From an optimization exercise on the open Yosys and OpenROAD flow, aimed at small area; shortcuts taken in it are not production practice.
RTL that was checked went through simulation tests only; none was proved equivalent to the original.
Only the layout flow was run in runs 2 and 3; the RTL was not checked for function there.
The clock port is modelled as an ideal driver; clocking choices that lean on that would not hold on a real chip.
Power and IR drop assume default switching activity.

**flow/config.mk**
```make
export PLATFORM = sky130hd
export DESIGN_NAME = switch
export DESIGN_NICKNAME = switch
export VERILOG_FILES = /design/flow/design.v
export SDC_FILE = /design/flow/constraint.sdc
export NUM_CORES = 4
export LEC_CHECK = 0
export CAP_MARGIN = 20
export CORE_MARGIN = 2
export CORE_UTILIZATION = 40
export SLEW_MARGIN = 20
```
**flow/design.v**
```verilog
module switch ( clk,rst,data_in,valid_in, paddr,psel,pen,p_write,p_wdata, 
out_port1,out_port2,out_port3, out_port4,valid_out,prdata);
input clk,rst,data_in,valid_in;
input [31:0]paddr;
input [31:0]p_wdata; 
input psel,pen,p_write;
output out_port1,out_port2,out_port3, out_port4,valid_out;
output reg  [31:0]prdata;
reg chip_en;
reg [7:0]chip_id;
reg [3:0]out_port_en;
reg [63:0]in_pkt;
reg [63:0]out_pkt;
reg [7:0]cnt;
reg out_start,pkt_rec;
reg [7:0]cnt_out;
wire pwrite,pread;
assign pwrite=p_write && psel && pen;
assign pread= (p_write==0) && psel && pen;
always@(posedge clk) begin
	if(!rst) begin
          chip_en<=0;
	  chip_id<='hAA;
	  out_port_en<=4'b0001;
	end
	else if(paddr==0 && pwrite) begin
		chip_en<=p_wdata[0];
	end
	else if(paddr=='h8 && pwrite) begin
		out_port_en<=p_wdata[3:0];
	end
	else if(paddr==0 && pread) begin
		prdata<=chip_en;
	end
	else if(paddr=='h4 && pread) begin
		prdata<=chip_id;
	end
	else if(paddr=='h8 && pread) begin
		prdata<=out_port_en;
	end
end
always@(posedge clk) begin
	if(!rst) begin
          in_pkt<=0;
	  cnt<=0;
	  pkt_rec<=0;
	end
	else begin
		if(valid_in) begin
			cnt<=(cnt==63) ? 8'd0 : cnt+1;
			in_pkt<= {in_pkt[62:0], data_in};
		end
		pkt_rec<=valid_in && cnt==63;
	end
end
always@(posedge clk) begin
	if(!rst) begin
          out_pkt<=0;
	end
	else if(pkt_rec) begin
		out_pkt<=in_pkt;
	end
	else if(out_start) begin
		out_pkt<=out_pkt<<1;
	end
end
always@(posedge clk) begin
	if(!rst) begin
          out_start<=0;
	  cnt_out<=0;
	end
	else if(pkt_rec) begin
		cnt_out<=0;
		out_start<=1;
	end
	else if(out_start) begin
		cnt_out<=cnt_out+1;
		if(cnt_out==63)
			out_start<=0;
	end
end
assign valid_out=out_start;
assign out_port1= chip_en &  (out_port_en==4'b0001) & out_pkt[63];
assign out_port2= chip_en &  (out_port_en==4'b0010) & out_pkt[63];
assign out_port3= chip_en &  (out_port_en==4'b0100) & out_pkt[63];
assign out_port4= chip_en &  (out_port_en==4'b1000) & out_pkt[63];
endmodule
```
**flow/constraint.sdc**
```tcl
create_clock -name core_clock -period 5.0 [get_ports {clk}]
set_input_delay 1.0000 -clock core_clock [delete_from_list [all_inputs] [get_ports {clk}]]
set_output_delay 1.0000 -clock core_clock [all_outputs]
set_load 0.01 [all_outputs]
```
**flow/run.sh**
```bash
#!/bin/bash
# synth_recipe.tcl (not shown) runs the flow's synth.tcl, then flattens the netlist and writes it again
# the make line also repeats each setting of config.mk as NAME=value (left out here)
make -C /OpenROAD-flow-scripts/flow DESIGN_CONFIG=/design/flow/config.mk WORK_HOME=/design/flow/orfs CLKGATE_MAP_FILE= SYNTH_SCRIPT=/design/flow/synth_recipe.tcl finish
```
==> metrics.md, run 1 <==
| Metric | Value |
|---|---|
| Post-synth EDFFs | 5 |
| Sequential area share after synthesis | 0.456 |
| Clock power frac | 0.490 |
| Final Hold Vio Count | 0 |
| First-pass iteration count of the detailed router | 4 |
| HP Class | reg2reg |
| # Max-Cap Violations | 0 |
| Primary FF master, synth | dfxtp_1 |
| Compound-gate portion of the synthesized area | 0.0523 |
| Hold Path Depth | 2 |
| Register-to-Register Path Depth | 4 |
| XOR/XNOR Fraction of Synth Area | 0.0138 |
| R2R Path Start | out_start$_SDFF_PN0_ |
| Critical R2R Capture | out_pkt[6]$_SDFFE_PN0P_ |
| Top delay family on crit path | simple AND/OR/NAND/NOR gates |
| Die Y | around 140 µm |
| Net Sw Power | roughly 560 µW |
| First-pass GRT wire length | between 20000 and 25000 µm |
| Switching Share | 0.211 |
| Final HPWL DP | about 7500 µm |
| Yosys warns | 1 |
| Status | finished clean |
| # setup viols final | 0 |
| Final setup skew | around 0.0087 ns |
| Mapped Avg Cell Area | around 9.6 µm² |
| Sequential Power Share | 0.471 |
| Die X-Extent | around 140 µm |
| Sink Count | 156 |
| Main combinational cell family by area after synthesis | simple AND/OR/NAND/NOR gates |
| Internal Power | about 2100 µW |
| Max Slew Vio Count | 0 |
| Final total power | about 2700 µW |
| Routed Antenna Nets | 0 |
| Worst setup margin | 2.13 ns |
| Fillers | approximately 1.6k |
| DR DRC count | 0 |
| Htree depth | 4 |
| TritonCTS buffer count | 17 |
| Hold Startpoint | cnt_out[5]$_SDFFE_PP0P_ |
| I/O pin count | around 110 |
| GRT overflow | 0 |
| Logic gate share of total power | 0.039 |
| Area delta synth->final | 16.8% |
| Area of the mapped netlist | approximately 0.0070 mm² |
| Crit start category | input pin |
| WL per Instance | 12.2 µm |
| Initial drt markers | around 250 |
| R2R setup slack | approximately 3 ns |
| Initial Util | 0.405 |
| Clock Latency Late Sink | approximately 0.42 ns |
| Vias in the first global route | between 4k and 5k |
| Setup CP Type | in2reg |
| Worst slew pin tran | 0.954 ns |
| Number of post-CTS setup repair buffers | 0 |
| Post-Layout Cell Count | just under 1k |
| Final setup TNS | 0 ns |
| Fraction of registers with async set/reset | 0 |
| Cts-stage hold buffer count | 0 |
| Final Critical Period | between 2 and 3 ns |
| Dpl cells | ~960 |
| Worst-path fanout max | 5 |
| Fraction of synthesized area in multiplexers | 0.197 |
| Number of antenna violations at the first check in global routing | 0 |
| Final Wtd Congestion | approximately 0.71 |
| CP endpoint kind | flip-flop |
| Unrepaired setup endpoints after global routing | no |
| Clock buffer depth | 2 |
| Core area | approximately 0.017 mm² |
| Die ar. | about 0.018 mm² |
| Pre-CTS worst setup slack | 1.71 ns |
| ANT cells | 0 |
| Fmax achieved | about 350 MHz |
| Synth Area in Simple Gates | 0.218 |
| CP required | 5.04 ns |
| Largest net degree at the start of global routing | roughly 130 |
| Reg clk slew, reported paths | approximately 0.060 ns |
| P per Cell Area | between 300 and 400 mW/mm² |
| Clk root buf | clkbuf_16 |
| Nets@finish | 825 |
| Post-Syn Instances | just over 700 |
| Leak | about 0.0029 µW |
| CP bufs+invs | 1 |
| CTS tree | yes |
| Max VDD drop | about 0.24 mV |
| Vias per cell | approximately 4.8 |
| Total track usage | 0.136 |
| Resized Gates After CTS | 0 |
| Share of cells above drive strength 1 | 0.0641 |
| Via count | approximately 4.7k |
| CP max stage cell | nor4_1 |
| Arrival @ worst endpoint | approximately 2.9 ns |
| Slew margin rel. | 0.358 |
| Period utilization | 0.573 |
| Hold Path End | cnt_out[5]$_SDFFE_PP0P_ |
| Max incr delay on CP | about 0.85 ns |
| Crit path top cell by count | nor4_1 |
| Routed wire length | 12000 µm |
| Yosys reg bits | between 150 and 200 |
| Rows | 48 |
| Cells along the critical path | clkdlybuf4s50_1, nor4_1, nand4_2, nor4_1 |
| Netlist cell types | 32 |
| Adder-cell share of the synthesized area | 0.00359 |
| Buffers on Ports | 53 |
-- cell type report --
class | count | area, µm² | share of cell area
inverter | 2 | 7.51 | 0.000923
sequential | 156 | 3180 | 0.391
clock buffer | 20 | 478 | 0.0588
multi-input combinational | 517 | 3480 | 0.428
tap | 225 | 282 | 0.0346
timing repair buffer | 58 | 573 | 0.0705
clock inverter | 12 | 135 | 0.0166
-- layout by cell type, fill, tap and decap left out, drive strengths merged, types with 8 or more instances in the layout --
master / count
nand2: 78
clkdlybuf4s50: 51
nand4: 8
nor4: 10
nor2b: 71
and2: 66
nor2: 16
mux2i: 134
clkbuf: 20
o21ai: 66
dfxtp: 151
conb: 26
-- worst max-delay path by stage --
stage,from,endpoint,slack (ns),cells past startpoint
6_report,paddr[4],prdata[1]$_SDFFCE_PP0P_,2.13,4
5_1_grt,paddr[4],prdata[2]$_SDFFCE_PP0P_,1.95,4
4_1_cts,out_port_en[3]$_SDFFE_PN0P_,out_port3,2.11,4
3_5_place_dp,paddr[4],prdata[1]$_SDFFCE_PP0P_,1.71,4
3_3_place_gp,paddr[4],prdata[0]$_DFFE_PP_,1.81,4
2_1_floorplan,paddr[12],prdata[0]$_DFFE_PP_,2.41,3
-- cell families after synthesis --
group                      after synthesis
and+or+nand+nor                        269
DFF                                    156
muxes                                  137
buffers and inverters                   76
AOI/OAI and AO/OA                       72
xor gates and xnor gates                11
adders and majority gates                2
other                                    1
-- sequential cells by signal, indices dropped and copies added (netlist names) --
| signal | count |
|---|---|
| cnt | 8 |
| out_pkt | 64 |
| out_start | 1 |
| prdata | 5 |
| chip_en | 1 |
| pkt_rec | 1 |
| out_port_en | 4 |
| cnt_out | 8 |
| in_pkt | 64 |
-- metrics by stage --
stage / cell area [µm²] / util / hold WS [ns]
finish: 8130 / 0.474 / 0.507
global route: 8130 / 0.474 / 0.531
CTS: 8110 / 0.472 / 0.504
detailed placement: 7500 / 0.437 / 0.498
global placement: 7500 / 0.437 / 0.464
floorplan: 7060 / - / 0.454
-- layer usage --
metal | GRT usage | vias up | routed length [µm]
li1 | - | 2435 | -
met1 | 0.162 | 2238 | 5730
met2 | 0.235 | 65 | 5720
met3 | 0.0477 | 8 | 509
met4 | 0.0341 | 0 | 89
met5 | 0 | - | 0
-- power groups by stage --
stage	logic (µW)	registers [µW]	clock network [µW]
floorplan	75.6	1280	0
global placement	103	1280	0
detailed placement	104	1280	0
CTS	105	1250	1340
global route	114	1250	1400
finish	104	1250	1300
-- worst reg2reg max path, stage by stage, from the launching register on --
cell and delay [ns]:
dfxtp_4 0.61, buf_4 0.73, mux2i_1 0.29, o21ai_0 0.09, and2_1 0.18
-- Yosys cell counts, drive strengths merged (6+ instances only) --
cell,n,share of area
dfxtp,151,0.43
mux2i,134,0.19
nand2,78,0.042
nor2b,71,0.064
and2,66,0.059
o21ai,66,0.047
buf,49,0.044
clkbuf,25,0.013
nor2,16,0.0086
nor4,10,0.015
nand4,8,0.0090
xor2,6,0.0075
==> run 2: changes to the inputs <==
==> flow/design.v (replaced) <==
module switch ( clk,rst,data_in,valid_in, paddr,psel,pen,p_write,p_wdata,
out_port1,out_port2,out_port3, out_port4,valid_out,prdata);
input clk,rst,data_in,valid_in;
input [31:0]paddr;
input [31:0]p_wdata;
input psel,pen,p_write;
output out_port1,out_port2,out_port3, out_port4,valid_out;
output [31:0]prdata;
reg chip_en;
reg [3:0]out_port_en;
reg [3:0]rd_lo;
reg rd_id;
wire pwrite = p_write & psel & pen;
wire pread  = ~p_write & psel & pen;
wire hi_zero = ~|{paddr[31:4], paddr[1:0]};
wire a0 = hi_zero & ~paddr[3] & ~paddr[2];
wire a4 = hi_zero & ~paddr[3] &  paddr[2];
wire a8 = hi_zero &  paddr[3] & ~paddr[2];
always @(posedge clk) begin
	if (!rst) begin
		chip_en <= 1'b0;
		out_port_en <= 4'b0001;
	end else begin
		if (a0 & pwrite) chip_en <= p_wdata[0];
		if (a8 & pwrite) out_port_en <= p_wdata[3:0];
	end
end
always @(posedge clk) begin
	if (rst & pread & (a0 | a4 | a8)) begin
		rd_lo <= a8 ? out_port_en : {a4, 1'b0, a4, a0 & chip_en};
		rd_id <= a4;
	end
end
assign prdata = {24'd0, rd_id, 1'b0, rd_id, 1'b0, rd_lo};
reg [63:0]sr;
reg [5:0]cnt;       
reg [5:0]ocnt;      
reg pkt_rec, active, ob;
always @(posedge clk)
	if (valid_in) sr <= {sr[62:0], data_in};
wire [5:0]idx = cnt + ~ocnt;
wire go = pkt_rec | (active & |ocnt);
always @(posedge clk) begin
	if (!rst) begin
		cnt <= 6'd0;
		pkt_rec <= 1'b0;
		active <= 1'b0;
		ocnt <= 6'd0;
		ob <= 1'b0;
	end else begin
		if (valid_in) cnt <= cnt + 6'd1;
		pkt_rec <= valid_in & (&cnt);
		active <= go;
		if (go) ocnt <= ocnt + 6'd1;
		ob <= go & sr[idx];
	end
end
assign valid_out = active;
wire b = chip_en & ob;
assign out_port1 = b & (out_port_en == 4'b0001);
assign out_port2 = b & (out_port_en == 4'b0010);
assign out_port3 = b & (out_port_en == 4'b0100);
assign out_port4 = b & (out_port_en == 4'b1000);
endmodule
==> run 2 against run 1 <==
Sequential cell count down 67. Sequential share of layout area increased by 11 points. Cell area is 40% lower. Area after synthesis fell by 40%. Global-route usage down 0.22 points. Clock skew is 0.0033 ns higher. First-iteration DRC count is 32% lower. Final cell count is 50% lower. Via count shrank 49%. Critical path type is now reg2reg.
==> metrics.md, run 2 <==
| Metric | Value |
|---|---|
| CTS tree | yes |
| Initial Util | 0.408 |
| Dpl cells | between 400 and 500 |
| CP endpoint kind | flip-flop |
| Share of cells above drive strength 1 | 0.0784 |
| CP max stage cell | fa_1 |
| Area of the mapped netlist | a little over 0.004 mm² |
| Commonest cells in the netlist | edfxtp_1, buf_4, mux2i_1 |
| Final HPWL DP | 4940 µm |
| # setup viols final | 0 |
| Nets@finish | around 430 |
| Vias per cell | 4.86 |
| Max Slew Vio Count | 0 |
| CP bufs+invs | 1 |
| Core area | 0.0102 mm² |
| Arrival @ worst endpoint | between 3 and 4 ns |
| Final setup skew | 0.0120 ns |
| Netlist cell types | 45 |
| Commonest non-fill, non-tap cells in the layout | edfxtp_1, clkdlybuf4s50_1, conb_1 |
| Cts-stage hold buffer count | 0 |
| R2R setup slack | 1.50 ns |
| FF/Latch Area | 0.00247 mm² |
| Mapped Avg Cell Area | approximately 14 µm² |
| First-pass iteration count of the detailed router | 4 |
| Largest net degree at the start of global routing | between 60 and 70 |
| Clock buffer depth | 2 |
| Clock Latency Late Sink | between 0.3 and 0.4 ns |
| Die X-Extent | 106 µm |
| TritonCTS buffer count | 9 |
| Status | finished clean |
| Largest registers | sr: 64 flops, cnt: 6 flops, ocnt: 6 flops |
| First-pass GRT wire length | 11800 µm |
| HP Class | reg2reg |
| Initial drt markers | about 170 |
| Slew margin rel. | 0.396 |
| Area delta synth->final | 18.4% |
| Routed Antenna Nets | 0 |
| Resized Gates After CTS | 0 |
| P per Cell Area | roughly 330 mW/mm² |
| Layout Utilization | 0.483 |
| Largest register by flop count | sr |
| Fraction of registers with async set/reset | 0 |
| CP required | 5.25 ns |
| Register-to-Register Path Depth | 7 |
| Cells along the critical path | inv_1, ha_1, fa_1, mux4_1, mux4_2, nor4b_1, a311o_1 |
| Setup CP Type | reg2reg |
| WL per Instance | roughly 15 µm |
| Multi-input logic area | around 0.0015 mm² |
| Routed wire length | around 7200 µm |
| Reg clk slew, reported paths | 0.10 ns |
| Hold Startpoint | sr[50]$_DFFE_PP_ |
| Die Y | 106 µm |
| ANT cells | 0 |
| Final Wtd Congestion | 0.759 |
| I/O pin count | between 100 and 150 |
| Number of antenna violations at the first check in global routing | 0 |
| Post-Syn Instances | between 200 and 300 |
| # Max-Cap Violations | 0 |
| Commonest non-fill, non-tap cell in the layout | edfxtp_1 |
| Rows | 37 |
| Top-area cell type share of the netlist area | 0.499 |
| Final setup TNS | 0 ns |
| Sequential area share after synthesis | 0.595 |
| Period utilization | 0.700 |
| Critical R2R Capture | ob$_SDFF_PN0_ |
| Total track usage | 0.134 |
| Top delay family on crit path | adder cells |
| Crit start category | flip-flop |
| Worst-path fanout max | 22 |
| Most frequent cell after synthesis | edfxtp_1 |
| R2R Path Start | ocnt[0]$_SDFFE_PN0P_ |
| GRT overflow | 0 |
| Final Hold Vio Count | 0 |
| Largest cells by area after synthesis | edfxtp_1, dfxtp_1, mux2i_1 |
| Yosys warns | 1 |
| Max incr delay on CP | around 1.1 ns |
| Vias in the first global route | 2332 |
| Synth area leader | edfxtp_1 |
| Die ar. | roughly 0.011 mm² |
| DR DRC count | 0 |
| Max FFs per register | 64 |
| Primary FF master, synth | edfxtp_1 |
| Leak | approximately 0.0017 µW |
| Number of post-CTS setup repair buffers | 0 |
| Clk root buf | clkbuf_8 |
| Via count | 2398 |
| Final Critical Period | 3.50 ns |
| Final total power | between 1500 and 2000 µW |
| Buffers on Ports | 53 |
| Worst slew pin tran | between 0.9 and 1 ns |
| Max VDD drop | roughly 0.17 mV |
| Post-synth EDFFs | between 60 and 70 |
| Fillers | between 900 and 1k |
| Hold Path End | sr[51]$_DFFE_PP_ |
| Htree depth | 3 |
| Yosys reg bits | between 80 and 90 |
| Post-Layout Cell Count | around 500 |
| Unrepaired setup endpoints after global routing | no |
| Fmax achieved | 286 MHz |
| Sink Count | 89 |
| Hold Path Depth | 0 |
==> run 2: cell count changes after synthesis, moves of 63 or more <==
cell	before	now
edfxtp_1	5	69
nand2_1	78	10
o21ai_0	66	2
mux2i_1	134	23
nor2b_1	71	8
dfxtp_1	151	20
==> run 2: where the power goes <==
part	internal, µW	switching [µW]	leakage [µW]	total [µW]
registers	831	17.1	0.000822	848
clock network	287	263	0.000112	550
logic	107	99.6	0.000800	206
==> run 2: cell families (layout without fill, tap and decap cells) <==
family | Yosys count | in the layout | share of synthesized area
simple gates | 85 | 85 | 0.121
compound gates | 22 | 22 | 0.0397
xor+xnor | 14 | 14 | 0.0295
mux | 34 | 34 | 0.113
fa+ha+maj | 9 | 9 | 0.0289
flops | 89 | 89 | 0.595
other cells | 1 | 26 | 0.000902
buf+inv | 45 | 78 | 0.0720
==> run 2: per-stage QoR <==
stage	hold WS, ns	worst slack (ns)	cell area [µm²]
final	0.449	1.50	4920
after detailed placement	0.428	1.48	4690
after global placement	0.423	1.48	4690
after global routing	0.463	1.32	4920
after CTS	0.452	1.46	4920
after floorplan	0.417	2.13	4250
==> run 2: worst max-delay path by stage <==
stage / startpoint / to / slack [ns] / cells after the start
2_1_floorplan: ocnt[0]$_SDFFE_PN0P_ / ob$_SDFF_PN0_ / 2.13 / 8
3_3_place_gp: ocnt[0]$_SDFFE_PN0P_ / ob$_SDFF_PN0_ / 1.48 / 7
3_5_place_dp: ocnt[0]$_SDFFE_PN0P_ / ob$_SDFF_PN0_ / 1.48 / 7
4_1_cts: ocnt[0]$_SDFFE_PN0P_ / ob$_SDFF_PN0_ / 1.46 / 7
5_1_grt: ocnt[0]$_SDFFE_PN0P_ / ob$_SDFF_PN0_ / 1.32 / 7
6_report: ocnt[0]$_SDFFE_PN0P_ / ob$_SDFF_PN0_ / 1.50 / 7
==> run 2: layout make-up <==
type,instances,area share
clock buffers,9,0.0252
clock inverters,7,0.0206
well taps,136,0.0346
multi-input cells,190,0.302
repair buffers,55,0.110
flip-flops and latches,89,0.503
inverters,7,0.00534
==> run 2: worst register-to-register path: cells and delay by family, from the launching register on <==
family                     cells  cell delay [ns]
and+or+nand+nor                1             0.17
buffers and inverters          1             0.10
adders and majority gates      2             1.31
DFF                            1             0.34
muxes                          2             1.15
AOI/OAI and AO/OA              1             0.33
==> run 2: routing by layer <==
layer | routed length [µm] | track usage
met3 | 190 | 0.0221
met4 | 97 | 0.0592
met1 | 3590 | 0.199
met5 | 0 | 0
met2 | 3310 | 0.194
==> run 3: changes to the inputs <==
==> flow/flow/run.sh (new file) <==
#!/bin/bash
# Standard ORFS layout with two changes: ports are buffered with the
# smallest buffer instead of clkdlybuf4s50_1, and clock tree synthesis
# inserts no dummy loads.
set -euo pipefail
bash standard.sh \
  'BUFFER_PORTS_ARGS=-buffer_cell sky130_fd_sc_hd__buf_1' \
  'CTS_ARGS=-sink_clustering_enable -repair_clock_nets -dont_use_dummy_load' \
  finish > make_finish.log 2>&1
==> flow/standard.sh (new file) <==
#!/bin/bash
# synth_recipe.tcl (not shown) runs the flow's synth.tcl, then flattens the netlist and writes it again
# the make line also repeats each setting of config.mk as NAME=value (left out here)
make -C /OpenROAD-flow-scripts/flow DESIGN_CONFIG=/design/flow/config.mk WORK_HOME=/design/flow/orfs CLKGATE_MAP_FILE= SYNTH_SCRIPT=/design/flow/synth_recipe.tcl "${@:-finish}"
removed: flow/run.sh
==> run 3 against run 2 <==
Critical path depth did not move. Clock skew grew 0.0070 ns. Global-route usage is 0.47 points lower. Power shrank 12%. Synthesized cell count unchanged. Still clean. Cell area decreased by 8.7%. Maximum frequency decreased by 1.5%.
==> metrics.md, run 3 <==
| Metric | Value |
|---|---|
| Post-synth EDFFs | between 60 and 70 |
| Initial Util | 0.408 |
| Finished Cell Area | about 0.0045 mm² |
| Top delay family on crit path | adder cells |
| Nets@finish | ~430 |
| Setup CP Type | reg2reg |
| Primary FF master, synth | edfxtp_1 |
| Synth area leader | edfxtp_1 |
| Fillers | about 940 |
| Largest registers | sr: 64 flops, cnt: 6 flops, ocnt: 6 flops |
| Vias per cell | approximately 5 |
| Post-Syn Instances | 299 |
| Critical Path Stages | 7 |
| Resized Gates After CTS | 0 |
| Register-to-Register Path Depth | 7 |
| Post-Layout Cell Count | approximately 490 |
| Mapped Avg Cell Area | approximately 14 µm² |
| ANT cells | 0 |
| Cells along the critical path | inv_1, ha_1, fa_1, mux4_1, mux4_2, nor4b_1, a311o_1 |
| CP bufs+invs | 1 |
| Worst slew pin tran | between 0.9 and 1 ns |
| First-pass iteration count of the detailed router | 4 |
| Netlist cell types | 45 |
| Final Critical Period | ~3.6 ns |
| Number of post-CTS setup repair buffers | 0 |
| Placed inst area | about 0.0044 mm² |
| Share of cells above drive strength 1 | 0.0600 |
| Arrival @ worst endpoint | between 3 and 4 ns |
| # setup viols final | 0 |
| Leak | 0.00155 µW |
| Yosys reg bits | 89 |
| Htree depth | 3 |
| Core area | between 0.01 and 0.015 mm² |
| Top-area cell type share of the netlist area | 0.499 |
| Worst-path fanout max | 22 |
| First-pass GRT wire length | 11300 µm |
| Total track usage | 0.129 |
| Die X-Extent | between 100 and 150 µm |
| Final setup skew | about 0.019 ns |
| Clock buffer depth | 2 |
| Routed Antenna Nets | 0 |
| Clock Latency Late Sink | about 0.34 ns |
| I/O pin count | roughly 110 |
| CP max stage cell | fa_1 |
| Dpl cells | 477 |
| Final Hold Vio Count | 0 |
| DR DRC count | 0 |
| Clk root buf | clkbuf_8 |
| Area of the mapped netlist | about 0.0042 mm² |
| Cts-stage hold buffer count | 0 |
| Commonest cells in the netlist | edfxtp_1, buf_4, mux2i_1 |
| Commonest non-fill, non-tap cells in the layout | edfxtp_1, buf_1, conb_1 |
| Largest cells by area after synthesis | edfxtp_1, dfxtp_1, mux2i_1 |
| Hold Startpoint | sr[59]$_DFFE_PP_ |
| Max FFs per register | 64 |
| Period utilization | 0.711 |
| HP Class | reg2reg |
| Critical R2R Capture | ob$_SDFF_PN0_ |
| Commonest non-fill, non-tap cell in the layout | edfxtp_1 |
| Sequential area share after synthesis | 0.595 |
| Max VDD drop | around 0.16 mV |
| Buffers on Ports | between 50 and 60 |
| Max incr delay on CP | 1.12 ns |
| Max Slew Vio Count | 0 |
| R2R setup slack | ~1.4 ns |
| # Max-Cap Violations | 0 |
| Via count | around 2.4k |
| P per Cell Area | 314 mW/mm² |
| Largest net degree at the start of global routing | 65 |
| Routed wire length | 6900 µm |
| Final setup TNS | 0 ns |
| Sink Count | roughly 90 |
| Number of antenna violations at the first check in global routing | 0 |
| Crit start category | flip-flop |
| Reg clk slew, reported paths | ~0.080 ns |
| Hold Path End | sr[60]$_DFFE_PP_ |
| Final Wtd Congestion | about 0.74 |
| Status | finished clean |
| Layout Utilization | 0.441 |
| CTS tree | yes |
| CP required | 5.23 ns |
| WL per Instance | roughly 14 µm |
| Unrepaired setup endpoints after global routing | no |
| Initial drt markers | about 160 |
| Most frequent cell after synthesis | edfxtp_1 |
| Die ar. | 0.0112 mm² |
| Die Y | ~110 µm |
| Rows | 37 |
| Vias in the first global route | 2230 |
| Hold Path Depth | 0 |
| CP endpoint kind | flip-flop |
| Area delta synth->final | 8.13% |
| R2R Path Start | ocnt[0]$_SDFFE_PN0P_ |
| GRT overflow | 0 |
| Fraction of registers with async set/reset | 0 |
| Yosys warns | 1 |
| Final HPWL DP | 4700 µm |
| TritonCTS buffer count | 9 |
| Fmax achieved | 281 MHz |
| Slew margin rel. | 0.365 |
| Largest register by flop count | sr |
| Final total power | around 1400 µW |
==> run 3: cell counts after synthesis <==
No cell type changed its count.
==> run 3: per-layer routing <==
metal / routed length (µm) / GRT usage / part of all wire / vias to the layer above
li1: - / - / - / 1170
met1: 3440 / 0.196 / 0.50 / 1144
met2: 3150 / 0.180 / 0.46 / 49
met3: 240 / 0.0258 / 0.035 / 6
met4: 66 / 0.0564 / 0.0096 / 0
met5: 0 / 0 / 0 / -
==> run 3: cells by family (layout without fill, tap and decap cells) <==
kind of cell,Yosys count,count (layout),synth area share
other,1,26,0.000902
multiplexers,34,34,0.113
adder cells (fa/ha/maj),9,9,0.0289
AND/OR/NAND/NOR,85,85,0.121
flip-flops,89,89,0.595
XOR/XNOR,14,14,0.0295
AO/OA/AOI/OAI,22,22,0.0397
buffers and inverters,45,71,0.0720
==> run 3: stage by stage <==
| stage | setup slack (ns) | hold WS [ns] |
|---|---|---|
| final | 1.45 | 0.437 |
| after global routing | 1.27 | 0.454 |
| after CTS | 1.42 | 0.438 |
| after detailed placement | 1.44 | 0.430 |
| after global placement | 1.47 | 0.420 |
| after floorplan | 2.13 | 0.417 |
==> run 3: worst max path at each step <==
stage                                to  slack (ns)                  from
after floorplan           ob$_SDFF_PN0_        2.13  ocnt[0]$_SDFFE_PN0P_
after global placement    ob$_SDFF_PN0_        1.47  ocnt[0]$_SDFFE_PN0P_
after detailed placement  ob$_SDFF_PN0_        1.44  ocnt[0]$_SDFFE_PN0P_
after CTS                 ob$_SDFF_PN0_        1.42  ocnt[0]$_SDFFE_PN0P_
after global routing      ob$_SDFF_PN0_        1.27  ocnt[0]$_SDFFE_PN0P_
final                     ob$_SDFF_PN0_        1.45  ocnt[0]$_SDFFE_PN0P_
==> run 3: power breakdown <==
group	total (µW)	switching, µW	internal [µW]
clock network	373	212	161
registers	849	17.3	832
logic	187	101	86.0
==> run 3: cell type report <==
class,count,area (µm²),area share
clock buffers,9,124,0.0276
well taps,136,170,0.0379
multi-input cells,190,1490,0.331
flip-flops and latches,89,2470,0.550
repair buffers,55,215,0.0479
inverters,7,26.3,0.00585
==> run 3: worst reg2reg max path: stages (launching register included) <==
cell and delay, ns:
dfxtp_1 0.34, inv_1 0.10, ha_1 0.23, fa_1 1.12, mux4_1 0.67, mux4_2 0.51, nor4b_1 0.16, a311o_1 0.32
==> run 4: changes to the inputs <==
==> flow/design.v (replaced) <==
module switch ( clk,rst,data_in,valid_in, paddr,psel,pen,p_write,p_wdata,
out_port1,out_port2,out_port3, out_port4,valid_out,prdata);
input clk,rst,data_in,valid_in;
input [31:0]paddr;
input [31:0]p_wdata;
input psel,pen,p_write;
output out_port1,out_port2,out_port3, out_port4,valid_out;
output [31:0]prdata;
reg chip_en;
reg [3:0]out_port_en;
reg [3:0]rd_lo;
reg rd_id;
wire hit = ~|{paddr[31:4], paddr[1:0]} & ~(paddr[3] & paddr[2]);
wire acc = psel & pen & hit;
always @(posedge clk) begin
	if (!rst) begin
		chip_en <= 1'b0;
		out_port_en <= 4'b0001;
	end else if (acc & p_write) begin
		if (~paddr[3] & ~paddr[2]) chip_en <= p_wdata[0];
		if (paddr[3]) out_port_en <= p_wdata[3:0];
	end
end
always @(posedge clk) begin
	if (rst & acc & ~p_write) begin
		rd_lo <= paddr[3] ? out_port_en : {paddr[2], 1'b0, paddr[2], ~paddr[2] & chip_en};
		rd_id <= paddr[2];
	end
end
assign prdata = {24'd0, rd_id, 1'b0, rd_id, 1'b0, rd_lo};
reg [63:0]sr;
reg [5:0]cnt;       
reg [5:0]idx;       
reg pkt_rec, active, done, ob;
always @(posedge clk)
	if (valid_in) sr <= {sr[62:0], data_in};
wire go = pkt_rec | (active & ~done);
wire last = (idx == cnt);
always @(posedge clk) begin
	if (!rst) begin
		cnt <= 6'd0;
		pkt_rec <= 1'b0;
		active <= 1'b0;
		ob <= 1'b0;
	end else begin
		if (valid_in) cnt <= cnt + 6'd1;
		pkt_rec <= valid_in & (&cnt);
		active <= go;
		ob <= go & sr[idx];
	end
end
always @(posedge clk) begin
	done <= go & last;
	if (~go | last) idx <= 6'd63;
	else if (~valid_in) idx <= idx - 6'd1;
end
assign valid_out = active;
wire b = chip_en & ob;
assign out_port1 = b & (out_port_en == 4'b0001);
assign out_port2 = b & (out_port_en == 4'b0010);
assign out_port3 = b & (out_port_en == 4'b0100);
assign out_port4 = b & (out_port_en == 4'b1000);
endmodule
==> flow/flow/run.sh (replaced) <==
#!/bin/bash
# Standard ORFS layout with three changes: ports are buffered with buf_1
# instead of clkdlybuf4s50_1, one tie cell drives all the constant outputs
# (no tie fanout repair), and clock tree synthesis inserts no dummy loads.
set -euo pipefail
bash standard.sh \
  'BUFFER_PORTS_ARGS=-buffer_cell sky130_fd_sc_hd__buf_1' \
  'SKIP_REPAIR_TIE_FANOUT=1' \
  'CTS_ARGS=-sink_clustering_enable -repair_clock_nets -dont_use_dummy_load' \
  finish > make_finish.log 2>&1
==> run 4 against run 3 <==
Critical path depth decreased by 2. Global-route usage up 0.56 points. Clock skew barely moved. Sequential cell count grew 1. Core utilization decreased by 1.1 points. Sequential power is 0.9% higher. Clock power up 1%. Non-clock buffer count stayed put.
==> metrics.md, run 4 <==
| Metric | Value |
|---|---|
| Status | finished clean |
| Commonest non-fill, non-tap cells in the layout | edfxtp_1, buf_1, dfxtp_1 |
| Dpl cells | 419 |
| Critical R2R Capture | ob$_SDFF_PN0_ |
| GRT overflow | 0 |
| Final Wtd Congestion | a little under 0.8 |
| Commonest non-fill, non-tap cell in the layout | edfxtp_1 |
| Hold Startpoint | sr[62]$_DFFE_PP_ |
| CP bufs+invs | 1 |
| Netlist cell types | 44 |
| Die X-Extent | between 100 and 150 µm |
| Synth area leader | edfxtp_1 |
| Leak | 0.00140 µW |
| CTS tree | yes |
| Max Slew Vio Count | 0 |
| Share of cells above drive strength 1 | 0.108 |
| Clock buffer depth | 2 |
| Final Hold Vio Count | 0 |
| P per Cell Area | 312 mW/mm² |
| Buffers on Ports | between 50 and 60 |
| Final setup skew | 0.0186 ns |
| Hold Path End | sr[63]$_DFFE_PP_ |
| Clock Latency Late Sink | roughly 0.36 ns |
| Main combinational cell family by area after synthesis | multiplexers |
| Area of the mapped netlist | 0.00392 mm² |
| Post-Layout Cell Count | between 400 and 500 |
| Final total power | between 1000 and 1500 µW |
| Cts-stage hold buffer count | 0 |
| Period utilization | 0.474 |
| Slew margin rel. | 0.395 |
| DR DRC count | 0 |
| Sink Count | 90 |
| TritonCTS buffer count | 9 |
| Number of antenna violations at the first check in global routing | 0 |
| FF/Latch Area | 0.00249 mm² |
| Unrepaired setup endpoints after global routing | no |
| Worst-path fanout max | 5 |
| WL per Instance | about 15 µm |
| R2R setup slack | between 2 and 3 ns |
| Fraction of registers with async set/reset | 0 |
| Largest registers | sr: 64 flops, cnt: 6 flops, idx: 6 flops |
| Hold Slack | 0.434 ns |
| Arrival @ worst endpoint | roughly 2.4 ns |
| Met3 routed wirelength | 326 µm |
| Final Critical Period | ~2.4 ns |
| Initial Util | 0.406 |
| Fillers | 919 |
| Max FFs per register | between 60 and 70 |
| Multi-input logic area | 0.00113 mm² |
| Clk root buf | clkbuf_8 |
| Hold Path Depth | 0 |
| Post-Syn Instances | approximately 270 |
| Vias in the first global route | ~2.1k |
| Cells along the critical path | buf_1, or4b_4, a21oi_2, nand3_1, nor3_1 |
| Most frequent cell after synthesis | edfxtp_1 |
| Adder-cell share of the synthesized area | 0.00639 |
| Die ar. | roughly 0.011 mm² |
| Commonest cells in the netlist | edfxtp_1, buf_4, dfxtp_1 |
| ANT cells | 0 |
| Compound-gate portion of the synthesized area | 0.0438 |
| R2R Path Start | idx[2]$_SDFFE_PP1N_ |
| Yosys reg bits | 90 |
| Largest cells by area after synthesis | edfxtp_1, dfxtp_1, mux4_2 |
| Top-area cell type share of the netlist area | 0.529 |
| Htree depth | 3 |
| HP Class | reg2reg |
| Final HPWL DP | between 4000 and 5000 µm |
| Top delay family on crit path | simple AND/OR/NAND/NOR gates |
| Nets@finish | 370 |
| Routed wire length | about 6600 µm |
| Fraction of synthesized area in multiplexers | 0.110 |
| Sequential area share after synthesis | 0.636 |
| CP max stage cell | or4b_4 |
| DR top layer | met4 |
| Register-to-Register Path Depth | 4 |
| Number of post-CTS setup repair buffers | 0 |
| Die Y | a little over 100 µm |
| Met1 WL | 3180 µm |
| Largest net degree at the start of global routing | between 40 and 50 |
| I/O pin count | approximately 110 |
| Total track usage | 0.135 |
| # setup viols final | 0 |
| Reg clk slew, reported paths | about 0.09 ns |
| Resized Gates After CTS | 0 |
| Vias per cell | 4.99 |
| Primary FF master, synth | edfxtp_1 |
| Max VDD drop | 0.132 mV |
| Initial drt markers | 110 |
| Largest register by flop count | sr |
| Rows | 36 |
| Crit start category | input pin |
| Max incr delay on CP | ~0.52 ns |
| Via count | between 2k and 2.5k |
| Post-synth EDFFs | between 60 and 70 |
| Mapped Avg Cell Area | roughly 14 µm² |
| Core area | roughly 0.0096 mm² |
| Final setup TNS | 0 ns |
| Setup CP Type | in2reg |
| Yosys warns | 1 |
| First-pass GRT wire length | around 11000 µm |
| # Max-Cap Violations | 0 |
| XOR/XNOR Fraction of Synth Area | 0.0313 |
| Area delta synth->final | 5.88% |
| Fmax achieved | between 400 and 500 MHz |
| Worst slew pin tran | between 0.9 and 1 ns |
| First-pass iteration count of the detailed router | 5 |
| Routed Antenna Nets | 0 |
| CP endpoint kind | flip-flop |
| Synth Area in Simple Gates | 0.0962 |
| Routed wl met2 | between 2000 and 3000 µm |
| CP required | 4.99 ns |
[run 4: cell types whose count changed after synthesis, moves of 6 or more]
cell / delta
mux2i_1: -16
and2_1: -10
mux4_2: +9
ha_1: -6
[run 4: per-stage QoR]
| stage | util | setup WS, ns | instance area (µm²) |
|---|---|---|---|
| after floorplan | - | 2.49 | 3920 |
| after global placement | 0.417 | 2.28 | 4020 |
| after detailed placement | 0.417 | 2.25 | 4020 |
| after CTS | 0.430 | 2.63 | 4150 |
| after global routing | 0.430 | 2.49 | 4150 |
| final | 0.430 | 2.63 | 4150 |
[run 4: power breakdown]
group | switching, µW | internal (µW)
clock network | 216 | 161
registers | 16.7 | 840
logic | 35.5 | 25.6
[run 4: cell families after synthesis]
group,count (synthesis)
xor+xnor,14
fa+ha+maj,2
simple gates,69
buf+inv,46
other cells,1
flops,90
mux,25
compound gates,25
[run 4: worst max path at each step]
stage | startpoint | slack (ns) | to | depth (start not counted)
2_1_floorplan | paddr[1] | 2.49 | rd_id$_DFFE_PP_ | 4
3_3_place_gp | paddr[1] | 2.28 | rd_lo[2]$_SDFFCE_PN0P_ | 5
3_5_place_dp | paddr[1] | 2.25 | rd_lo[2]$_SDFFCE_PN0P_ | 5
4_1_cts | out_port_en[1]$_SDFFE_PN0P_ | 2.63 | out_port1 | 4
5_1_grt | paddr[1] | 2.49 | rd_lo[2]$_SDFFCE_PN0P_ | 5
6_report | paddr[1] | 2.63 | rd_lo[2]$_SDFFCE_PN0P_ | 5
[run 4: final cells by class]
cell class / count / area share
Inverter: 5 / 0.00453
Timing Repair Buffer: 55 / 0.0519
Clock buffer: 9 / 0.0299
Multi-Input combinational cell: 136 / 0.272
Sequential cell: 90 / 0.601
Tap cell: 133 / 0.0401
[run 4: per-layer routing]
metal,GRT usage,vias to the layer above
met1,0.189,1037
li1,-,1042
met3,0.0461,8
met2,0.196,48
met4,0.0486,0
met5,0,-
==> run 5: changes to the inputs <==
==> flow/flow/run.sh (replaced) <==
#!/bin/bash
# Standard ORFS layout with these changes: ports are buffered with buf_1
# instead of clkdlybuf4s50_1; one tie cell drives all the constant outputs
# (no tie fanout repair); clock tree synthesis inserts no dummy loads, and
# a post-CTS hook (flow/cts_resize.tcl) sizes each clock buffer down as
# far as the register clock-pin slew allows.
set -euo pipefail
here=$(pwd)
bash standard.sh \
  'BUFFER_PORTS_ARGS=-buffer_cell sky130_fd_sc_hd__buf_1' \
  'SKIP_REPAIR_TIE_FANOUT=1' \
  'CTS_ARGS=-sink_clustering_enable -repair_clock_nets -dont_use_dummy_load' \
  "POST_CTS_TCL=$here/flow/cts_resize.tcl" \
  finish > make_finish.log 2>&1
==> flow/flow/cts_resize.tcl (new file) <==
set limit 0.115
set cands {clkbuf_1 clkbuf_2 buf_4 clkbuf_4 buf_6 clkbuf_8 buf_8 buf_12 clkbuf_16}
set lib [lindex [get_libs *] 0]

proc max_clk_slew {} {
  estimate_parasitics -placement
  set m 0
  foreach p [get_pins -hierarchical */CLK] {
    set s [get_property $p slew_max]
    if {$s > $m} { set m $s }
  }
  return $m
}

set bufs {}
foreach inst [get_cells -hierarchical clkbuf_*] {
  set name [get_full_name $inst]
  if {[string match "clkbuf_0_*" $name]} { set root $inst } else { lappend bufs $inst }
}
if {[info exists root]} { lappend bufs $root }
puts "clock tree resize: start slew [max_clk_slew]"
foreach inst $bufs {
  set orig [get_property [get_lib_cells -of_objects $inst] name]
  set done 0
  foreach c $cands {
    if {$c eq [string range $orig 16 end]} { break }
    replace_cell $inst sky130_fd_sc_hd__$c
    if {[max_clk_slew] <= $limit} { set done 1; break }
  }
  if {!$done} { replace_cell $inst $orig }
  puts "clock tree resize: [get_full_name $inst] $orig -> [get_property [get_lib_cells -of_objects $inst] name]"
}
detailed_placement
puts "clock tree resize: final slew [max_clk_slew]"
==> run 5 against run 4 <==
Cell area fell by 1.1%. Still clean on timing, DRC and antenna. Critical endpoint is now out_port3. Via count barely moved. Sequential power barely moved. Critical path type is now reg2out. Final cell count did not move. Maximum frequency fell by 4.0%.
==> metrics.md, run 5 <==
| Metric | Value |
|---|---|
| Worst setup margin | between 2 and 3 ns |
| Primary FF master, synth | edfxtp_1 |
| Worst-path fanout max | 5 |
| Commonest non-fill, non-tap cells in the layout | edfxtp_1, buf_1, dfxtp_1 |
| Clock Latency Late Sink | around 0.51 ns |
| Crit start category | flip-flop |
| ANT cells | 0 |
| Initial Util | 0.406 |
| Unrepaired setup endpoints after global routing | no |
| Number of antenna violations at the first check in global routing | 0 |
| HP Class | reg2reg |
| Area delta synth->final | 4.66% |
| DR DRC count | 0 |
| Routed Antenna Nets | 0 |
| Rows | 36 |
| Fmax achieved | 405 MHz |
| P per Cell Area | about 300 mW/mm² |
| Yosys reg bits | 90 |
| Sink Count | 90 |
| Period utilization | 0.493 |
| Commonest non-fill, non-tap cell in the layout | edfxtp_1 |
| # Max-Cap Violations | 0 |
| CP endpoint kind | output pin |
| Mapped Avg Cell Area | roughly 14 µm² |
| Final HPWL DP | between 4000 and 5000 µm |
| R2R Path Start | idx[2]$_SDFFE_PP1N_ |
| I/O pin count | between 100 and 150 |
| Post-synth EDFFs | 69 |
| Vias in the first global route | between 2k and 2.5k |
| CTS tree | yes |
| First-pass iteration count of the detailed router | 4 |
| Final Wtd Congestion | slightly below 0.8 |
| Final setup TNS | 0 ns |
| Via count | approximately 2.1k |
| Fraction of registers with async set/reset | 0 |
| Slew margin rel. | 0.410 |
| Max VDD drop | between 0.1 and 0.15 mV |
| GRT overflow | 0 |
| Area of the mapped netlist | 0.00392 mm² |
| Crit path from | out_port_en[0]$_SDFFE_PN1P_ |
| Largest registers | sr: 64 flops, cnt: 6 flops, idx: 6 flops |
| Die X-Extent | ~100 µm |
| CP required | 4.00 ns |
| Routed wire length | around 6500 µm |
| Largest register by flop count | sr |
| Die Y | around 100 µm |
| # setup viols final | 0 |
| Commonest cells in the netlist | edfxtp_1, buf_4, dfxtp_1 |
| Final setup skew | 0.0430 ns |
| Most frequent cell after synthesis | edfxtp_1 |
| Netlist cell types | 44 |
| Yosys warns | 1 |
| Finished Cell Area | just over 0.004 mm² |
| Top-area cell type share of the netlist area | 0.529 |
| Final Hold Vio Count | 0 |
| Core area | a little under 0.01 mm² |
| Hold Slack | approximately 0.43 ns |
| Initial drt markers | 96 |
| Vias per cell | between 4 and 5 |
| First-pass GRT wire length | roughly 11000 µm |
| Setup CP Type | reg2out |
| Status | finished clean |
| Die ar. | approximately 0.011 mm² |
| Nets@finish | 370 |
| Largest cells by area after synthesis | edfxtp_1, dfxtp_1, mux4_2 |
| Total track usage | 0.135 |
| Reg clk slew, reported paths | around 0.1 ns |
| Final Critical Period | approximately 2.5 ns |
| Leak | 0.00139 µW |
| Buffers on Ports | 53 |
| Max Slew Vio Count | 0 |
| Pre-CTS worst setup slack | 2.25 ns |
| Hold Startpoint | sr[62]$_DFFE_PP_ |
| Share of cells above drive strength 1 | 0.108 |
| Largest net degree at the start of global routing | 42 |
| Worst slew pin tran | ~0.9 ns |
| Arrival @ worst endpoint | roughly 1.5 ns |
| Placed inst area | 0.00402 mm² |
| Synth area leader | edfxtp_1 |
| Sequential area share after synthesis | 0.636 |
| WL per Instance | approximately 15 µm |
| Max FFs per register | 64 |
| Post-Syn Instances | ~270 |
## run 5: cell counts after synthesis
Identical to the previous run, type by type.
## run 5: layout make-up
type	count	area (µm²)
multi-input cells	136	1130
inverters	5	18.8
flip-flops and latches	90	2490
repair buffers	55	215
fillers	929	5540
well taps	133	166
clock buffers	9	76.3
## run 5: cells by family after synthesis
| group | count (synthesis) | synth area share |
|---|---|---|
| buffers and inverters | 46 | 0.0751 |
| DFF | 90 | 0.636 |
| and+or+nand+nor | 69 | 0.0962 |
| xor gates and xnor gates | 14 | 0.0313 |
| muxes | 25 | 0.110 |
| other | 1 | 0.000958 |
| adders and majority gates | 2 | 0.00639 |
| AOI/OAI and AO/OA | 25 | 0.0438 |
## run 5: critical path: stages, from the launching register on
cell and delay, ns:
dfxtp_1 0.35, nor2_1 0.10, nand3_1 0.13, nor3b_1 0.21, buf_1 0.17
## run 5: per-layer routing
layer	vias to the layer above	global-route usage	routed length, µm
li1	1044	-	-
met1	1039	0.188	3090
met2	43	0.196	2940
met3	11	0.0441	340
met4	0	0.0516	104
met5	-	0	0
## run 5: metrics by stage
step	power, µW	utilization	instances
after detailed placement	934	0.417	419
after floorplan	915	-	272
after global placement	932	0.417	419
after global routing	1290	0.425	428
final	1230	0.425	428
## run 5: where the power goes
part | switching, µW | internal (µW)
Combinational | 35.3 | 25.6
Clock | 212 | 101
Sequential | 16.6 | 840
## run 5: path summary, 6_finish.rpt
path | to | slack, ns | cells past startpoint
hold reg to reg | sr[63]$_DFFE_PP_ | 0.43 | 0
hold / removal | sr[63]$_DFFE_PP_ | 0.43 | 0
setup / recovery | out_port3 | 2.53 | 4
setup reg to reg | ob$_SDFF_PN0_ | 2.91 | 4
==> run 6: changes to the inputs <==
--- a/flow/design.v
+++ b/flow/design.v
@@ -35,4 +35,16 @@
 always @(posedge clk)
 	if (valid_in) sr <= {sr[62:0], data_in};
+wire [15:0]m1;
+wire [3:0]m2;
+genvar g;
+generate
+	for (g = 0; g < 16; g = g + 1) begin : l1
+		assign m1[g] = sr[4*g + idx[1:0]];
+	end
+	for (g = 0; g < 4; g = g + 1) begin : l2
+		assign m2[g] = m1[4*g + idx[3:2]];
+	end
+endgenerate
+wire rbit = m2[idx[5:4]];
 wire go = pkt_rec | (active & ~done);
 wire last = (idx == cnt);
@@ -47,5 +59,5 @@
 		pkt_rec <= valid_in & (&cnt);
 		active <= go;
-		ob <= go & sr[idx];
+		ob <= go & rbit;
 	end
 end
==> flow/flow/run.sh (replaced) <==
#!/bin/bash
# Standard ORFS layout with these changes: ports are buffered with buf_1
# instead of clkdlybuf4s50_1; one tie cell drives all the constant outputs
# (no tie fanout repair); every mux4_1 becomes the smaller mux4_2 after
# floorplan (flow/swap_mux4.tcl); clock tree synthesis inserts no dummy
# loads, and a post-CTS hook (flow/cts_resize.tcl) sizes each clock buffer
# down as far as the register clock-pin slew allows.
set -euo pipefail
here=$(pwd)
bash standard.sh \
  'BUFFER_PORTS_ARGS=-buffer_cell sky130_fd_sc_hd__buf_1' \
  'SKIP_REPAIR_TIE_FANOUT=1' \
  "POST_FLOORPLAN_TCL=$here/flow/swap_mux4.tcl" \
  'CTS_ARGS=-sink_clustering_enable -repair_clock_nets -dont_use_dummy_load' \
  "POST_CTS_TCL=$here/flow/cts_resize.tcl" \
  finish > make_finish.log 2>&1
==> flow/flow/swap_mux4.tcl (new file) <==
# Post-floorplan hook: mux4_2 has the same function as mux4_1 in less area,
# so use it for every 4:1 mux.
set n 0
foreach inst [get_cells -hierarchical *] {
  if {[get_property [get_lib_cells -of_objects $inst] name] eq "sky130_fd_sc_hd__mux4_1"} {
    replace_cell $inst sky130_fd_sc_hd__mux4_2
    incr n
  }
}
puts "swap_mux4: $n mux4_1 replaced by mux4_2"
--- a/flow/config.mk
+++ b/flow/config.mk
@@ -8,4 +8,4 @@
 export CAP_MARGIN = 20
 export CORE_MARGIN = 2
-export CORE_UTILIZATION = 40
+export CORE_UTILIZATION = 65
 export SLEW_MARGIN = 20
==> run 6 against run 5 <==
Still clean on timing, DRC and antenna. First-iteration DRC count decreased by 1.0%. Maximum frequency decreased by 6.0%. Final cell count is 15% lower. Non-clock buffer count unchanged. Critical path type unchanged. Critical endpoint is now out_port2.
==> metrics.md, run 6 <==
| Metric | Value |
|---|---|
| Commonest non-fill, non-tap cells in the layout | edfxtp_1, buf_1, nand2_1 |
| ANT cells | 0 |
| Hold Slack | roughly 0.44 ns |
| HP Class | reg2reg |
| R2R Path Start | idx[0]$_SDFFE_PP1N_ |
| GRT overflow | 0 |
| Final setup TNS | 0 ns |
| Register-to-Register Path Depth | 5 |
| # setup viols final | 0 |
| Max Slew Vio Count | 0 |
| Largest net degree at the start of global routing | 61 |
| Vias per cell | 5.74 |
| Reg clk slew, reported paths | about 0.10 ns |
| Netlist cell types | 41 |
| Die ar. | 0.00668 mm² |
| Die Y | slightly above 80 µm |
| Sink Count | 90 |
| Number of antenna violations at the first check in global routing | 0 |
| Routed Antenna Nets | 0 |
| First-pass iteration count of the detailed router | 5 |
| P per Cell Area | slightly above 300 mW/mm² |
| Top-area cell type share of the netlist area | 0.527 |
| Crit path from | chip_en$_SDFFE_PN0P_ |
| Status | finished clean |
| Post-synth EDFFs | between 60 and 70 |
| Sequential area share after synthesis | 0.634 |
| Commonest non-fill, non-tap cell in the layout | edfxtp_1 |
| Final Critical Period | 2.62 ns |
| Max FFs per register | 64 |
| Buffers on Ports | between 50 and 60 |
| Critical Path Stages | 4 |
| Area of the mapped netlist | about 0.0039 mm² |
| Nets@finish | between 300 and 400 |
| Primary FF master, synth | edfxtp_1 |
| Share of cells above drive strength 1 | 0.107 |
| WL per Instance | 16.6 µm |
| Cells along the critical path | nand2_1, or3_1, nor3b_1, buf_1 |
| Commonest cells in the netlist | edfxtp_1, buf_4, nand2_1 |
| Final Hold Vio Count | 0 |
| Initial Util | 0.668 |
| Largest cells by area after synthesis | edfxtp_1, dfxtp_1, mux4_1 |
| Initial drt markers | 95 |
| Rows | 28 |
| Leak | about 0.0014 µW |
| Max incr delay on CP | ~0.36 ns |
| Unrepaired setup endpoints after global routing | no |
| Fmax achieved | 381 MHz |
| Fraction of registers with async set/reset | 0 |
| Post-Syn Instances | roughly 260 |
| Yosys reg bits | 90 |
| # Max-Cap Violations | 0 |
| Mapped Avg Cell Area | approximately 15 µm² |
| I/O pin count | 108 |
| CP max stage cell | dfxtp_1 |
| Yosys warns | 1 |
| Via count | approximately 2.1k |
| Arrival @ worst endpoint | approximately 1.6 ns |
| Slew margin rel. | 0.534 |
| CP endpoint | out_port2 |
| Largest register by flop count | sr |
| Final Wtd Congestion | 0.760 |
| Total track usage | 0.200 |
| First-pass GRT wire length | between 9000 and 10000 µm |
| Die X-Extent | just over 80 µm |
| CP bufs+invs | 1 |
| Largest registers | sr: 64 flops, cnt: 6 flops, idx: 6 flops |
| CTS tree | yes |
| Area delta synth->final | 2.13% |
| Top delay family on crit path | simple AND/OR/NAND/NOR gates |
| Core area | about 0.0059 mm² |
| Routed wire length | 6050 µm |
| Max VDD drop | 0.235 mV |
| Crit start category | flip-flop |
| Fillers | about 420 |
| CP endpoint kind | output pin |
| Synth area leader | edfxtp_1 |
| R2R setup slack | roughly 3.0 ns |
| Final HPWL DP | slightly above 4000 µm |
| Vias in the first global route | about 2.1k |
| DR DRC count | 0 |
| Setup CP Type | reg2out |
| Clock Latency Late Sink | about 0.46 ns |
| Period utilization | 0.525 |
| CP required | around 4.0 ns |
| Worst-path fanout max | 3 |
| Final setup skew | 0.0323 ns |
| Worst slew pin tran | roughly 0.70 ns |
| Critical R2R Capture | ob$_SDFF_PN0_ |
| Most frequent cell after synthesis | edfxtp_1 |
[run 6: cell types whose count changed in the layout (fill, tap and decap cells not counted), moves of 3 or more]
cell,change
nand2_1,+13
mux2i_1,+6
mux2_2,-3
mux4_2,+3
a21oi_1,-4
nand3_1,-6
o21ai_1,-4
nor3b_1,-3
[run 6: area by class of cell]
cell class / count / area, µm² / share of cell area
sequential: 90 / 2490 / 0.621
multi-input combinational: 131 / 1130 / 0.281
timing repair buffer: 55 / 215 / 0.0536
tap: 75 / 93.8 / 0.0234
clock buffer: 9 / 68.8 / 0.0171
inverter: 4 / 15.0 / 0.00374
[run 6: power by group]
part / leakage [µW] / internal [µW] / switching [µW] / total, µW
Clock: 0.0000438 / 90.9 / 204 / 295
Combinational: 0.000524 / 26.2 / 35.0 / 61.2
Sequential: 0.000837 / 840 / 17.1 / 857
Total: 0.00140 / 957 / 256 / 1210
[run 6: metal layers]
layer / up-vias / part of all wire / track usage
li1: 1006 / - / -
met5: - / 0 / 0
met1: 1027 / 0.47 / 0.269
met3: 6 / 0.061 / 0.0593
met4: 0 / 0.012 / 0.0867
met2: 49 / 0.46 / 0.306
[run 6: logic make-up (layout without fill, tap and decap cells)]
| kind of cell | count (synthesis) | count (layout) | synth area share |
|---|---|---|---|
| and+or+nand+nor | 73 | 73 | 0.0965 |
| adders and majority gates | 2 | 2 | 0.00637 |
| buffers and inverters | 41 | 68 | 0.0691 |
| AOI/OAI and AO/OA | 9 | 9 | 0.0162 |
| DFF | 90 | 90 | 0.634 |
| xor gates and xnor gates | 15 | 15 | 0.0334 |
| other | 1 | 1 | 0.000954 |
| muxes | 31 | 31 | 0.143 |
[run 6: stage by stage]
step | utilization | power (µW) | cells | area (µm²) | worst slack (ns)
global route | 0.682 | 1260 | 364 | 4010 | 2.22
floorplan | - | 916 | 262 | 3930 | 2.49
detailed placement | 0.670 | 935 | 355 | 3940 | 2.19
finish | 0.682 | 1210 | 364 | 4010 | 2.38
global placement | 0.670 | 933 | 355 | 3940 | 2.19
[run 6: worst min-delay path by stage]
stage | startpoint | end | slack (ns) | cells past startpoint
6_report | sr[16]$_DFFE_PP_ | sr[17]$_DFFE_PP_ | 0.44 | 0
5_1_grt | sr[7]$_DFFE_PP_ | sr[8]$_DFFE_PP_ | 0.45 | 0
3_5_place_dp | sr[27]$_DFFE_PP_ | sr[28]$_DFFE_PP_ | 0.43 | 0
3_3_place_gp | sr[58]$_DFFE_PP_ | sr[59]$_DFFE_PP_ | 0.42 | 0
2_1_floorplan | sr[9]$_DFFE_PP_ | sr[10]$_DFFE_PP_ | 0.42 | 0
==> run 7: changes to the inputs <==
==> flow/flow/run.sh (replaced) <==
#!/bin/bash
# Standard ORFS layout with these changes: ports are buffered with buf_1
# instead of clkdlybuf4s50_1; one tie cell drives all the constant outputs
# (no tie fanout repair); after floorplan every cell takes the smallest
# drive strength of its family (flow/downsize.tcl), the later repair steps
# upsizing or buffering where limits need it; clock tree synthesis inserts
# no dummy loads, and a post-CTS hook (flow/cts_resize.tcl) sizes each
# clock buffer down as far as the register clock-pin slew allows.
set -euo pipefail
here=$(pwd)
bash standard.sh \
  'BUFFER_PORTS_ARGS=-buffer_cell sky130_fd_sc_hd__buf_1' \
  'SKIP_REPAIR_TIE_FANOUT=1' \
  "POST_FLOORPLAN_TCL=$here/flow/downsize.tcl" \
  'CTS_ARGS=-sink_clustering_enable -repair_clock_nets -dont_use_dummy_load' \
  "POST_CTS_TCL=$here/flow/cts_resize.tcl" \
  finish > make_finish.log 2>&1
==> flow/flow/downsize.tcl (new file) <==
# Post-floorplan hook: give every cell the smallest-area drive strength of
# its own cell family (same name up to the _N drive suffix, so the same
# function and pins). Timing has a large margin at this clock period; the
# later repair steps fix any slew or capacitance limit this breaks.
set n 0
set saved 0
foreach inst [get_cells -hierarchical *] {
  set cell [get_lib_cells -of_objects $inst]
  set name [get_property $cell name]
  if {![regexp {^(sky130_fd_sc_hd__[a-z0-9]+)_([0-9]+)$} $name -> base drive]} { continue }
  if {[string match "*tap*" $base] || [string match "*conb*" $base] || [string match "*fill*" $base]} { continue }
  set best $name
  set barea [get_property $cell area]
  foreach c [get_lib_cells ${base}_*] {
    set cn [get_property $c name]
    if {![regexp "^${base}_\[0-9\]+\$" $cn]} { continue }
    if {[get_property $c dont_use]} { continue }
    set a [get_property $c area]
    if {$a < $barea} { set best $cn; set barea $a }
  }
  if {$best ne $name} {
    set saved [expr {$saved + [get_property $cell area] - $barea}]
    replace_cell $inst $best
    incr n
  }
}
puts "downsize: $n cells resized, [format %.1f $saved] um2 saved"
removed: flow/flow/swap_mux4.tcl
==> run 7 against run 6 <==
Clock power decreased by 1%. Cell area fell by 0.16%. Register-to-register slack got worse by 0.06 ns.
==> metrics.md, run 7 <==
| Metric | Value |
|---|---|
| Status | finished clean |
| Yosys warns | 1 |
| Crit start category | flip-flop |
| GRT overflow | 0 |
| Commonest non-fill, non-tap cell in the layout | edfxtp_1 |
| Final Critical Period | 2.62 ns |
| Hold Path End | sr[51]$_DFFE_PP_ |
| # Max-Cap Violations | 0 |
| Most frequent cell after synthesis | edfxtp_1 |
| Area delta synth->final | 1.97% |
| Rows | 28 |
| Max Slew Vio Count | 0 |
| ANT cells | 0 |
| Post-synth EDFFs | between 60 and 70 |
| Core area | slightly below 0.006 mm² |
| # setup viols final | 0 |
| Sequential area share after synthesis | 0.634 |
| Worst setup margin | about 2.4 ns |
| Routed wire length | approximately 6000 µm |
| Layout Utilization | 0.681 |
| Register-to-Register Path Depth | 6 |
| Synth area leader | edfxtp_1 |
| Top-area cell type share of the netlist area | 0.527 |
| Final setup TNS | 0 ns |
| Largest registers | sr: 64 flops, cnt: 6 flops, idx: 6 flops |
| Arrival @ worst endpoint | 1.62 ns |
| Final Wtd Congestion | just over 0.7 |
| Worst slew pin tran | 0.744 ns |
| Unrepaired setup endpoints after global routing | no |
| Largest net degree at the start of global routing | 58 |
| Slew margin rel. | 0.499 |
| Commonest non-fill, non-tap cells in the layout | edfxtp_1, buf_1, nand2_1 |
| Leak | 0.00140 µW |
| Hold Startpoint | sr[50]$_DFFE_PP_ |
| Share of cells above drive strength 1 | 0.104 |
| Via count | 2054 |
| Largest cells by area after synthesis | edfxtp_1, dfxtp_1, mux4_1 |
| CP required | about 4.0 ns |
| Mapped Avg Cell Area | approximately 15 µm² |
| Critical R2R Capture | ob$_SDFF_PN0_ |
| Routed Antenna Nets | 0 |
| CP endpoint kind | output pin |
| Max incr delay on CP | about 0.36 ns |
| Setup CP Type | reg2out |
| Hold Path Depth | 0 |
| Switching Share | 0.209 |
| CP max stage cell | dfxtp_1 |
| Number of antenna violations at the first check in global routing | 0 |
| Clock power frac | 0.241 |
| Cells along the critical path | nand2_1, or3_1, nor3b_1, buf_1 |
| Fillers | about 420 |
| R2R setup slack | about 2.9 ns |
| WL per Instance | roughly 17 µm |
| Final HPWL DP | just over 4000 µm |
| Nets@finish | 364 |
| Primary FF master, synth | edfxtp_1 |
| Commonest cells in the netlist | edfxtp_1, buf_4, nand2_1 |
| R2R Path Start | idx[0]$_SDFFE_PP1N_ |
| Die Y | 81.7 µm |
| Fraction of registers with async set/reset | 0 |
| Max VDD drop | approximately 0.21 mV |
| Die X-Extent | slightly above 80 µm |
| Fmax achieved | roughly 380 MHz |
| P per Cell Area | 302 mW/mm² |
| Pre-CTS worst setup slack | 2.16 ns |
| Logic gate share of total power | 0.051 |
| Internal Power | about 960 µW |
| HP Class | reg2reg |
| I/O pin count | 108 |
| Sequential Power Share | 0.708 |
| Vias per cell | 5.64 |
| Initial Util | 0.668 |
| Sink Count | 90 |
| Worst-path fanout max | 3 |
| Finished Cell Area | ~0.004 mm² |
| Final setup skew | about 0.030 ns |
| CTS tree | yes |
| First-pass GRT wire length | 9870 µm |
| Max FFs per register | 64 |
| Initial drt markers | 138 |
| Net Sw Power | ~250 µW |
| Placed inst area | roughly 0.0039 mm² |
| Final total power | between 1000 and 1500 µW |
| Period utilization | 0.524 |
| Clock Latency Late Sink | 0.45 ns |
| Area of the mapped netlist | between 0.003 and 0.004 mm² |
| Post-Syn Instances | around 260 |
| Buffers on Ports | between 50 and 60 |
| Total track usage | 0.203 |
| Largest register by flop count | sr |
| Yosys reg bits | 90 |
| Die ar. | around 0.0067 mm² |
| Final Hold Vio Count | 0 |
| Vias in the first global route | 2045 |
| Netlist cell types | 41 |
| First-pass iteration count of the detailed router | 4 |
| DR DRC count | 0 |
| Reg clk slew, reported paths | 0.11 ns |
-- run 7: cell counts after synthesis --
Identical to the previous run, type by type.
-- run 7: kinds of logic after synthesis --
| family | after synthesis | synth area share |
|---|---|---|
| buffers and inverters | 41 | 0.0691 |
| AND/OR/NAND/NOR | 73 | 0.0965 |
| AO/OA/AOI/OAI | 9 | 0.0162 |
| multiplexers | 31 | 0.143 |
| flip-flops | 90 | 0.634 |
| other | 1 | 0.000954 |
| adder cells (fa/ha/maj) | 2 | 0.00637 |
| XOR/XNOR | 15 | 0.0334 |
-- run 7: area by class of cell --
class                   count  area [µm²]  share of cell area
flip-flops and latches     90        2490               0.622
inverters                   4        15.0             0.00375
multi-input cells         131        1120               0.280
clock buffers               9        68.8              0.0172
well taps                  75        93.8              0.0234
repair buffers             55         215              0.0537
-- run 7: power by group through the flow --
stage          Combinational [µW]  Sequential, µW  Clock (µW)
2_1_floorplan                50.6             865           0
3_3_place_gp                 60.9             872           0
3_5_place_dp                 62.3             873           0
5_1_grt                      69.8             860         328
6_report                     61.7             856         291
-- run 7: worst max-delay path by stage --
| stage | startpoint | endpoint | slack (ns) | cells past startpoint |
|---|---|---|---|---|
| after detailed placement | paddr[9] | rd_lo[3]$_DFFE_PP_ | 2.16 | 5 |
| after global routing | chip_en$_SDFFE_PN0P_ | out_port1 | 2.24 | 4 |
| final | chip_en$_SDFFE_PN0P_ | out_port1 | 2.38 | 4 |
| after floorplan | paddr[1] | rd_id$_DFFE_PP_ | 2.49 | 4 |
| after global placement | paddr[9] | rd_id$_DFFE_PP_ | 2.21 | 5 |
-- run 7: stage by stage --
step / instances / hold WS, ns
finish: 364 / 0.449
floorplan: 262 / 0.417
global route: 364 / 0.458
detailed placement: 355 / 0.432
global placement: 355 / 0.425
-- run 7: worst max-delay path, delay by kind of cell (launching register included) --
family,cells,cell delay [ns]
buf+inv,1,0.18
flops,1,0.36
simple gates,3,0.65
-- run 7: metal layers --
metal  global-route usage  vias to the layer above  wire length (µm)
met4                0.100                        0               135
met2                0.297                       42              2690
met5                    0                        -                 0
met3               0.0429                       13               257
li1                     -                     1004                 -
met1                0.294                      995              2990

[separate check: timing with driven ports]
The flow's constraints put no driver on any port. The routed layouts listed below were extracted and timed again, unchanged, in two steps.
Step 1 sets driving cells, clkbuf_16 on the clock port and buf_2 on the other inputs (assumed; they add their load-dependent delay and slew).
Step 2 moves the port delays by t, midway between the first and last clock arrival at a register: inputs arrive t later, outputs are due t later. That takes back most of the time a late clock gives input paths.
a / b / c = ideal / step 1 / step 2; a / b = the first two.
run	t (ns)	slack for setup (ns)	hold slack, ns
run 1	0.451	2.133 / 2.099 / 1.691	0.507 / 0.507 / 0.507
run 2	0.378	1.498 / 1.498 / 1.498	0.449 / 0.449 / 0.449
run 3	0.364	1.445 / 1.445 / 1.445	0.437 / 0.437 / 0.437
run 4	0.379	2.632 / 2.638 / 2.265	0.434 / 0.434 / 0.434
run 5	0.511	2.533 / 2.505 / 2.249	0.433 / 0.433 / 0.433
run 6	0.479	2.376 / 2.347 / 2.223	0.436 / 0.436 / 0.436
run 7	0.461	2.378 / 2.352 / 2.149	0.449 / 0.449 / 0.449
After both steps every run listed still meets setup and hold. The setup slack of run 1, which loses most, moves by -0.034 ns with the drivers and by -0.442 ns with both steps.
